From an optimization exercise on the open Yosys and OpenROAD flow, aimed at small area; shortcuts taken in it are not production practice.
The RTL was checked by simulation tests, not by an equivalence proof against the original design.
Power is estimated from default activity; no workload was simulated.

Design rapcore, start of the top module:
module rapcore (
    input  wire SCK,
    input  wire CS,
    input  wire COPI,
    output wire CIPO,
    output wire CHARGEPUMP,
    input  wire [0:0] analog_cmp1,
    output wire [0:0] analog_out1,
    input  wire [0:0] analog_cmp2,
    output wire [0:0] analog_out2,
    output wire [0:0] PHASE_A1,
    output wire [0:0] PHASE_A2,
    output wire [0:0] PHASE_B1,
    output wire [0:0] PHASE_B2,
    output wire [0:0] PHASE_A1_H,
    output wire [0:0] PHASE_A2_H,
    output wire [0:0] PHASE_B1_H,
    output wire [0:0] PHASE_B2_H,
    input  wire [0:0] ENC_B,
    input  wire [0:0] ENC_A,
    output wire BUFFER_DTR,
    output wire MOVE_DONE,
    input  wire HALT,
    input  wire [0:0] STEPINPUT,
    input  wire [0:0] DIRINPUT,
    input  wire [0:0] ENINPUT,
    output wire [0:0] STEPOUTPUT,
    output wire [0:0] ENOUTPUT,
    output wire [0:0] DIROUTPUT,
    input  resetn_in,
    input  CLK
);
Size: ~2900 cells after synthesis, about 30 I/O pins, about 0.036 mm2 of cells after synthesis.
Settings: LEC_CHECK=0, ABC_AREA=1, CAP_MARGIN=0, CORE_MARGIN=2, CORE_UTILIZATION=65, SLEW_MARGIN=0; clock period 10.0 ns.
standard.sh (not shown) runs the stock make flow with config.mk's settings and CLKGATE_MAP_FILE= SYNTH_SCRIPT=/design/flow/synth_recipe.tcl, a recipe that flattens the netlist after the stock synthesis.
==> flow/flow/run.sh <==
#!/bin/bash
# Layout flow: the standard synthesis; its combinational logic re-mapped by
# ABC for area (registers, adder cells and tie cells untouched); then the
# standard layout steps, with clock tree synthesis run without dummy loads.
set -euo pipefail
export BUFFER_PORTS_ARGS="-buffer_cell sky130_fd_sc_hd__buf_1"
export CTS_ARGS="-sink_clustering_enable -repair_clock_nets -dont_use_dummy_load -sink_clustering_size 16 -sink_clustering_max_diameter 70 -buf_list sky130_fd_sc_hd__clkbuf_8"
bash standard.sh synth > synth.log 2>&1
R=orfs/results/sky130hd/rapcore/base
cp $R/1_2_yosys.v remap_in.v
export ABC_CONSTR=$PWD/orfs/objects/sky130hd/rapcore/base/abc.constr
yosys -c flow/remap.tcl > remap.log 2>&1
cp remap_out.v $R/1_2_yosys.v
bash standard.sh > layout.log 2>&1
==> flow/flow/remap.tcl <==
# Re-map the combinational logic of the standard synthesis netlist with ABC
# for area. Flip-flops, adder cells and tie cells are kept as they are.
set lib $::env(FLOW_HOME)/platforms/sky130hd/lib/sky130_fd_sc_hd__tt_025C_1v80.lib
set dont_use {sky130_fd_sc_hd__lpflow_bleeder_1 sky130_fd_sc_hd__lpflow_clkbufkapwr_1 sky130_fd_sc_hd__lpflow_clkbufkapwr_16 sky130_fd_sc_hd__lpflow_clkbufkapwr_2 sky130_fd_sc_hd__lpflow_clkbufkapwr_4 sky130_fd_sc_hd__lpflow_clkbufkapwr_8 sky130_fd_sc_hd__lpflow_clkinvkapwr_1 sky130_fd_sc_hd__lpflow_clkinvkapwr_16 sky130_fd_sc_hd__lpflow_clkinvkapwr_2 sky130_fd_sc_hd__lpflow_clkinvkapwr_4 sky130_fd_sc_hd__lpflow_clkinvkapwr_8 sky130_fd_sc_hd__lpflow_decapkapwr_12 sky130_fd_sc_hd__lpflow_decapkapwr_3 sky130_fd_sc_hd__lpflow_decapkapwr_4 sky130_fd_sc_hd__lpflow_decapkapwr_6 sky130_fd_sc_hd__lpflow_decapkapwr_8 sky130_fd_sc_hd__lpflow_inputiso0n_1 sky130_fd_sc_hd__lpflow_inputiso0p_1 sky130_fd_sc_hd__lpflow_inputiso1n_1 sky130_fd_sc_hd__lpflow_inputiso1p_1 sky130_fd_sc_hd__lpflow_inputisolatch_1 sky130_fd_sc_hd__lpflow_isobufsrc_1 sky130_fd_sc_hd__lpflow_isobufsrc_16 sky130_fd_sc_hd__lpflow_isobufsrc_2 sky130_fd_sc_hd__lpflow_isobufsrc_4 sky130_fd_sc_hd__lpflow_isobufsrc_8 sky130_fd_sc_hd__lpflow_isobufsrckapwr_16 sky130_fd_sc_hd__lpflow_lsbuf_lh_hl_isowell_tap_1 sky130_fd_sc_hd__lpflow_lsbuf_lh_hl_isowell_tap_2 sky130_fd_sc_hd__lpflow_lsbuf_lh_hl_isowell_tap_4 sky130_fd_sc_hd__lpflow_lsbuf_lh_isowell_4 sky130_fd_sc_hd__lpflow_lsbuf_lh_isowell_tap_1 sky130_fd_sc_hd__lpflow_lsbuf_lh_isowell_tap_2 sky130_fd_sc_hd__lpflow_lsbuf_lh_isowell_tap_4 sky130_fd_sc_hd__probe_p_8 sky130_fd_sc_hd__probec_p_8 }
set du_args {}
foreach c $dont_use { lappend du_args -dont_use $c }
yosys read_liberty -ignore_miss_func $lib
yosys setattr -mod -set keep_hierarchy 1 sky130_fd_sc_hd__fa_1 sky130_fd_sc_hd__ha_1
yosys setattr -mod -set blackbox 1 sky130_fd_sc_hd__dfxtp_1 sky130_fd_sc_hd__edfxtp_1 sky130_fd_sc_hd__conb_1
yosys read_verilog remap_in.v
yosys hierarchy -top rapcore
yosys flatten
yosys opt_clean
yosys abc -liberty $lib {*}$du_args -constr $::env(ABC_CONSTR) -D 10000 -script "+strash;dc2;&get,-n;&st;&dch;&nf,-a;&put;topo;dnsize"
yosys setattr -mod -set blackbox 1 sky130_fd_sc_hd__fa_1 sky130_fd_sc_hd__ha_1
yosys splitnets
yosys opt_clean -purge
yosys hilomap -singleton -hicell sky130_fd_sc_hd__conb_1 HI -locell sky130_fd_sc_hd__conb_1 LO
yosys insbuf -buf sky130_fd_sc_hd__buf_4 A X
yosys opt_clean -purge
yosys tee -o remap_stat.txt stat -liberty $lib
yosys write_verilog -noattr -nohex -nodec remap_out.v
==> next run, changes <==
--- a/flow/flow/remap.tcl
+++ b/flow/flow/remap.tcl
@@ -14 +14 @@
-yosys abc -liberty $lib {*}$du_args -constr $::env(ABC_CONSTR) -D 10000 -script "+strash;dc2;&get,-n;&st;&dch;&nf,-a;&put;topo;dnsize"
+yosys abc -liberty $lib {*}$du_args -constr $::env(ABC_CONSTR) -D 10000 -script "+strash;dc2;&get,-n;&st;&dch;&nf,-a;&put;topo;stime,-c;buffer,-c;upsize,-c;dnsize,-c"
=> Power stays flat. Sequential power stays flat. Worst setup slack is better by 0.21 ns. Global-route usage is lower by 0.31 points. Sequential share of layout area drops by 0.24 points. Via count went up by 0.61%. Flip-flop and latch count does not change. Non-clock buffer count rose by 2. Wire length rises by about 0.9%.

-- what the ideal ports hide --
Ports are ideal in the flow. The routed layouts listed here were re-timed in OpenROAD. Step 1, drivers: a clkbuf_16 drives CLK and a buf_2 each remaining input, both assumed. Step 2 moves the port delays by t, midway between the first and last clock arrival at a register: inputs arrive t later, outputs are due t later. That takes back most of the time a late clock gives input paths. Slacks: no drivers / after step 1 / after step 2; pairs: no drivers / after step 1.
run | shift t [ns] | slack for setup (ns) | worst setup path after step 2 | worst slew at a driven data input, ns | cell pins on the clock port's net
the first run | 0.752 | 0.761 / 0.761 / 0.761 | register to register | 0.05 | 1
the second run | 0.760 | 0.970 / 0.970 / 0.970 | register to register | 0.04 | 1
After both steps every run listed still meets setup and hold.
